This is an optimization exercise on Yosys and OpenROAD, whose aim is small area, a short achievable clock period and few clock cycles, not a production implementation.
In this exercise RTL edits were held to simulation tests only and were not proved equivalent to the original.
No activity file was given, so power comes from the tool's default toggle rates.

v39:
Design FBCPU, start of the top module:
module FBCPU #(
    parameter ADDRESS_WIDTH = 6,
    parameter DATA_WIDTH = 10
)(
    input clk,
    input rst,
    output reg [DATA_WIDTH-1:0] MDRIn,
    output reg RAMWr,
    output reg [ADDRESS_WIDTH-1:0] MAR,
    input [DATA_WIDTH-1:0] MDROut,
    output reg [5:0] PC,
    output HLT
);
reg        dec;         
reg        hlt;         
reg  [2:0] xop;         
reg  [9:0] ACC;
reg        busy;
reg        mmul;        
reg        ph2;         
reg  [9:0] P;           
reg [10:0] A;           
reg  [3:0] k;           
assign HLT = hlt;
wire [3:0] op   = MDROut[9:6];
wire [5:0] a    = MDROut[5:0];
wire       accz = (ACC == 10'd0);
always @(*) begin
    MDRIn = ACC;
    RAMWr = dec & (op == 4'd1) & ~rst;
    MAR   = dec ? a : PC;
end
wire [10:0] yb  = busy ? ((~mmul & ph2) ? {1'b0, A[10:1]} : A) : {1'b0, MDROut};
wire        inv = busy ? ~mmul : xop[0];
wire        ym  = ~busy | ~mmul | P[0];
wire [10:0] y   = inv ? ~yb : (ym ? yb : 11'd0);
wire [10:0] x = {1'b0, ACC};
reg  [10:0] s0, s1;        
reg  [11:0] c0, c1;        
reg         k4r, k8r0, k8r1;
integer i;
always @(*) begin
    k4r = 1'b0; k8r0 = 1'b0; k8r1 = 1'b0;
    c0 = 12'd0;
    c1 = 12'd0;
    c0[0] = inv;
    c1[0] = inv;
    for (i = 0; i < 11; i = i + 1) begin
        if (i == 4) k4r = c0[4];
        if (i == 8) begin k8r0 = c0[8]; k8r1 = c1[8]; end
        if (i == 4 || i == 8) begin
            c0[i] = 1'b0;
            c1[i] = 1'b1;
        end
        s0[i]   = x[i] ^ y[i] ^ c0[i];
        c0[i+1] = (x[i] & y[i]) | (c0[i] & (x[i] ^ y[i]));
        s1[i]   = x[i] ^ y[i] ^ c1[i];
        c1[i+1] = (x[i] & y[i]) | (c1[i] & (x[i] ^ y[i]));
    end
end
wire        k4 = k4r;
wire        k8 = k4 ? k8r1 : k8r0;
wire [10:0] s  = {k8 ? s1[10:8] : s0[10:8], k4 ? s1[7:4] : s0[7:4], s0[3:0]};
wire        c11 = k8 ? c1[11] : c0[11];
wire ge  = c11;                     
wire md_last = mmul ? (P[9:1] == 9'd0) : (ph2 & (k == 4'd1));
always @(posedge clk) begin
    if (rst) begin
        dec  <= 1'b0;
        hlt  <= 1'b0;
        xop  <= 3'd1;
        busy <= 1'b0;
        PC   <= 6'd0;
        ACC  <= 10'd0;
    end else begin
  ...
==> module FBCPU, before the edit <==
module FBCPU #(
    parameter ADDRESS_WIDTH = 6,
    parameter DATA_WIDTH = 10
)(
    input clk,
    input rst,
    output reg [DATA_WIDTH-1:0] MDRIn,
    output reg RAMWr,
    output reg [ADDRESS_WIDTH-1:0] MAR,
    input [DATA_WIDTH-1:0] MDROut,
    output reg [5:0] PC,
    output HLT
);
reg        dec;         
reg        hlt;         
reg  [2:0] xop;         
reg  [9:0] ACC;
reg        busy;
reg        mmul;        
reg        ph2;         
reg  [9:0] P;           
reg [10:0] A;           
reg  [3:0] k;           
assign HLT = hlt;
wire [3:0] op   = MDROut[9:6];
wire [5:0] a    = MDROut[5:0];
wire       accz = (ACC == 10'd0);
always @(*) begin
    MDRIn = ACC;
    RAMWr = dec & (op == 4'd1) & ~rst;
    MAR   = dec ? a : PC;
end
wire [10:0] yb  = busy ? ((~mmul & ph2) ? {1'b0, A[10:1]} : A) : {1'b0, MDROut};
wire        inv = busy ? ~mmul : xop[0];
wire        ym  = ~busy | ~mmul | P[0];
wire [10:0] y   = inv ? ~yb : (ym ? yb : 11'd0);
wire [10:0] x = {1'b0, ACC};
reg  [10:0] s0, s1;        
reg  [11:0] c0, c1;        
reg         k4r, k8r0, k8r1;
integer i;
always @(*) begin
    k4r = 1'b0; k8r0 = 1'b0; k8r1 = 1'b0;
    c0 = 12'd0;
    c1 = 12'd0;
    c0[0] = inv;
    c1[0] = inv;
    for (i = 0; i < 11; i = i + 1) begin
        if (i == 4) k4r = c0[4];
        if (i == 8) begin k8r0 = c0[8]; k8r1 = c1[8]; end
        if (i == 4 || i == 8) begin
            c0[i] = 1'b0;
            c1[i] = 1'b1;
        end
        s0[i]   = x[i] ^ y[i] ^ c0[i];
        c0[i+1] = (x[i] & y[i]) | (c0[i] & (x[i] ^ y[i]));
        s1[i]   = x[i] ^ y[i] ^ c1[i];
        c1[i+1] = (x[i] & y[i]) | (c1[i] & (x[i] ^ y[i]));
    end
end
wire        k4 = k4r;
wire        k8 = k4 ? k8r1 : k8r0;
wire [10:0] s  = {k8 ? s1[10:8] : s0[10:8], k4 ? s1[7:4] : s0[7:4], s0[3:0]};
wire        c11 = k8 ? c1[11] : c0[11];
wire ge  = c11;                     
wire md_last = mmul ? (P[9:1] == 9'd0) : (ph2 & (k == 4'd1));
always @(posedge clk) begin
    if (rst) begin
        dec  <= 1'b0;
        hlt  <= 1'b0;
        xop  <= 3'd1;
        busy <= 1'b0;
        PC   <= 6'd0;
        ACC  <= 10'd0;
    end else begin
        if (busy) begin
            if (mmul) begin
                ACC <= s[9:0];
                P   <= {1'b0, P[9:1]};
                A   <= {A[9:0], 1'b0};
                if (P[9:1] == 9'd0) begin
                    busy <= 1'b0;
                    dec  <= 1'b1;
                end
            end else if (!ph2) begin
                if (A == 11'd0) begin
                    ACC  <= 10'h3FF;            
                    busy <= 1'b0;
                    dec  <= 1'b1;
                end else if (k == 4'd0) begin
                    ACC  <= 10'd0;              
                    busy <= 1'b0;
                    dec  <= 1'b1;
                end else if (ge) begin
                    A <= {A[9:0], 1'b0};
                    k <= k + 4'd1;
                end else begin
                    ph2 <= 1'b1;
                end
            end else begin
                if (k == 4'd1) begin
                    ACC  <= {P[8:0], ge};
                    busy <= 1'b0;
                    dec  <= 1'b1;
                end else if (ge) begin
                    ACC <= s[9:0];
                end
                P <= {P[8:0], ge};
                A <= {1'b0, A[10:1]};
                k <= k - 4'd1;
            end
        end
        if (hlt) begin
        end else if (!dec) begin
            xop <= 3'd1;
            if (!busy) dec <= 1'b1;
            case (xop)
                3'd0: ACC <= MDROut;
                3'd2, 3'd3: ACC <= s[9:0];
                3'd4: begin
                    ACC <= ACC[0] ? MDROut : 10'd0;
                    if (ACC[9:1] != 9'd0) begin
                        P    <= {1'b0, ACC[9:1]};
                        A    <= {MDROut, 1'b0};
                        mmul <= 1'b1;
                        busy <= 1'b1;
                        dec  <= 1'b0;
                    end
                end
                3'd5: begin
                    P    <= 10'd0;
                    A    <= {MDROut, 1'b0};
                    k    <= {3'd0, ge};
                    mmul <= 1'b0;
                    ph2  <= 1'b0;
                    busy <= 1'b1;
                    dec  <= 1'b0;
                end
                default: ;
            endcase
        end else begin
            if (op[3]) begin
                PC  <= PC + 6'd1;
                dec <= 1'b0;
                hlt <= op[2] | op[1] | op[0];
            end else if (op[2] & op[1] & (~op[0] | accz)) begin
                PC  <= a;                       
            end else begin
                PC  <= PC + 6'd1;
                dec <= 1'b0;
                xop <= op[2:0];                 
            end
        end
    end
end
endmodule
==> flow/config.mk <==
export PLATFORM = sky130hd
export DESIGN_NAME = FBCPU
export DESIGN_NICKNAME = FBCPU
export VERILOG_FILES = /design/flow/design.v
export SDC_FILE = /design/flow/constraint.sdc
export NUM_CORES = 4
export LEC_CHECK = 0
export ABC_AREA = 1
export CAP_MARGIN = 20
export CORE_MARGIN = 2
export CORE_UTILIZATION = 40
export SLEW_MARGIN = 20
==> flow/constraint.sdc <==
create_clock -name core_clock -period 20.0 [get_ports {clk}]
set_input_delay 4.0000 -clock core_clock [delete_from_list [all_inputs] [get_ports {clk}]]
set_output_delay 4.0000 -clock core_clock [all_outputs]
set_load 0.01 [all_outputs]
standard.sh (not shown) runs the stock make flow with config.mk's settings and CLKGATE_MAP_FILE= SYNTH_SCRIPT=/design/flow/synth_recipe.tcl, a recipe that flattens the netlist after the stock synthesis.
==> flow/flow/run.sh <==
#!/bin/bash
# Standard ORFS layout (the standard.sh, unchanged synthesis) with two
# changes to how the layout is optimised, not to the constraints:
#  - port buffers are buf_2 instead of the resizer's default pick
#  - repair_timing aims for a larger setup margin, so it shortens the
#    critical paths although the 20 ns clock is met with room to spare
set -euo pipefail
bash standard.sh \
  "BUFFER_PORTS_ARGS=-buffer_cell sky130_fd_sc_hd__buf_2" \
  "SETUP_SLACK_MARGIN=${MARGIN:-11}" \
  finish > layout.log 2>&1
Testbench counts of v39, summed over its fixed seeds: cycles 118,611.
Here is what was changed in the inputs of v8 compared with v39.
diff --git a/flow/design.v b/flow/design.v
--- a/flow/design.v
+++ b/flow/design.v
@@ -17,26 +17,30 @@
 reg  [2:0] xop;         
 reg  [9:0] ACC;
 reg        busy;
 reg        mmul;        
 reg        ph2;         
 reg  [9:0] P;           
-reg [10:0] A;           
+reg  [9:0] A;           
 reg  [3:0] k;           
+reg        pb;          
 assign HLT = hlt;
 wire [3:0] op   = MDROut[9:6];
 wire [5:0] a    = MDROut[5:0];
 wire       accz = (ACC == 10'd0);
 always @(*) begin
     MDRIn = ACC;
     RAMWr = dec & (op == 4'd1) & ~rst;
     MAR   = dec ? a : PC;
 end
-wire [10:0] yb  = busy ? ((~mmul & ph2) ? {1'b0, A[10:1]} : A) : {1'b0, MDROut};
-wire        inv = busy ? ~mmul : xop[0];
-wire        ym  = ~busy | ~mmul | P[0];
+wire        bone  = P[0] ^ pb;
+wire        btwo  = ~bone & (P[1] ^ P[0]);
+wire        bzero = ~bone & ~btwo;
+wire [10:0] yb  = busy ? ((mmul ? btwo : ~ph2) ? {A, 1'b0} : {1'b0, A}) : {1'b0, MDROut};
+wire        inv = busy ? (~mmul | (P[1] & ~bzero)) : xop[0];
+wire        ym  = ~busy | ~mmul | ~bzero;
 wire [10:0] y   = inv ? ~yb : (ym ? yb : 11'd0);
 wire [10:0] x = {1'b0, ACC};
 reg  [10:0] s0, s1;        
 reg  [11:0] c0, c1;        
 reg         k4r, k8r0, k8r1;
 integer i;
@@ -61,42 +65,43 @@
 end
 wire        k4 = k4r;
 wire        k8 = k4 ? k8r1 : k8r0;
 wire [10:0] s  = {k8 ? s1[10:8] : s0[10:8], k4 ? s1[7:4] : s0[7:4], s0[3:0]};
 wire        c11 = k8 ? c1[11] : c0[11];
 wire ge  = c11;                     
-wire md_last = mmul ? (P[9:1] == 9'd0) : (ph2 & (k == 4'd1));
+wire mul_end = (P[9:1] == 9'd0) | (A[7:0] == 8'd0);
 always @(posedge clk) begin
     if (rst) begin
         dec  <= 1'b0;
         hlt  <= 1'b0;
         xop  <= 3'd1;
         busy <= 1'b0;
         PC   <= 6'd0;
         ACC  <= 10'd0;
     end else begin
         if (busy) begin
             if (mmul) begin
                 ACC <= s[9:0];
-                P   <= {1'b0, P[9:1]};
-                A   <= {A[9:0], 1'b0};
-                if (P[9:1] == 9'd0) begin
+                P   <= {2'b0, P[9:2]};
+                pb  <= P[1];
+                A   <= {A[7:0], 2'b0};
+                if (mul_end) begin
                     busy <= 1'b0;
                     dec  <= 1'b1;
                 end
             end else if (!ph2) begin
-                if (A == 11'd0) begin
+                if (A == 10'd0) begin
                     ACC  <= 10'h3FF;            
                     busy <= 1'b0;
                     dec  <= 1'b1;
                 end else if (k == 4'd0) begin
                     ACC  <= 10'd0;              
                     busy <= 1'b0;
                     dec  <= 1'b1;
                 end else if (ge) begin
-                    A <= {A[9:0], 1'b0};
+                    A <= {A[8:0], 1'b0};
                     k <= k + 4'd1;
                 end else begin
                     ph2 <= 1'b1;
                 end
             end else begin
                 if (k == 4'd1) begin
@@ -104,13 +109,13 @@
                     busy <= 1'b0;
                     dec  <= 1'b1;
                 end else if (ge) begin
                     ACC <= s[9:0];
                 end
                 P <= {P[8:0], ge};
-                A <= {1'b0, A[10:1]};
+                A <= {1'b0, A[9:1]};
                 k <= k - 4'd1;
             end
         end
         if (hlt) begin
         end else if (!dec) begin
             xop <= 3'd1;
@@ -119,21 +124,22 @@
                 3'd0: ACC <= MDROut;
                 3'd2, 3'd3: ACC <= s[9:0];
                 3'd4: begin
                     ACC <= ACC[0] ? MDROut : 10'd0;
                     if (ACC[9:1] != 9'd0) begin
                         P    <= {1'b0, ACC[9:1]};
-                        A    <= {MDROut, 1'b0};
+                        pb   <= 1'b0;
+                        A    <= {MDROut[8:0], 1'b0};
                         mmul <= 1'b1;
                         busy <= 1'b1;
                         dec  <= 1'b0;
                     end
                 end
                 3'd5: begin
                     P    <= 10'd0;
-                    A    <= {MDROut, 1'b0};
+                    A    <= MDROut;
                     k    <= {3'd0, ge};
                     mmul <= 1'b0;
                     ph2  <= 1'b0;
                     busy <= 1'b1;
                     dec  <= 1'b0;
                 end
==> run summary <==
Tap cell count ended up about 3% higher on v8 than on v39. Between v8 and v39, the fraction of power consumed by combinational cells is higher for v39. On v8: multi-input gate area in the final layout is 7.4% higher than what v39 gave. v39 reports its kind of critical path as in -> out while v8 reports in -> reg. When v8 is measured against v39, its sequential share of layout area turns out 1.4 points lower. Delta(met3 wire length, v8 - v39) > 0. Compared with v39, placement density in the core of v8 is higher. v8 vs v39: cell count after synthesis up by a little under 10%. Compare v8 and v39 | global-route usage higher: v8. v39 → v8: total power went up about 7%; share of synthesized cell area in full adder, half adder and majority cells -0.26 points; starting density of the core dropped 0.25 points.
Testbench counts of v8, summed over its fixed seeds: cycles 111,508.

==> port drivers added, routing unchanged <==
No port has a modelled driver above. Below, the same layouts with a new extraction and two added sets of constraints.
Step 1, drivers: a clkbuf_16 drives clk and a buf_2 each remaining input, both assumed.
Step 2 adds t to the input delays and takes it off the output delays; t is the mean of the earliest and latest rising clock arrival at the registers after step 1. Input paths then give back, and output paths get back, about the clock's delay inside the block.
Slacks: no drivers / after step 1 / after step 2; pairs: no drivers / after step 1.
| run | t, ns | slack for setup (ns) | worst setup path after step 2 |
|---|---|---|---|
| v39 | 0.353 | 11.273 / 11.246 / 11.034 | input to register |
| v8 | 0.344 | 11.369 / 11.354 / 11.045 | input to register |
After both steps setup and hold are still met in every run listed. For v8, which loses most, drivers alone change the setup slack by -0.015 ns; drivers and shift together by -0.324 ns.
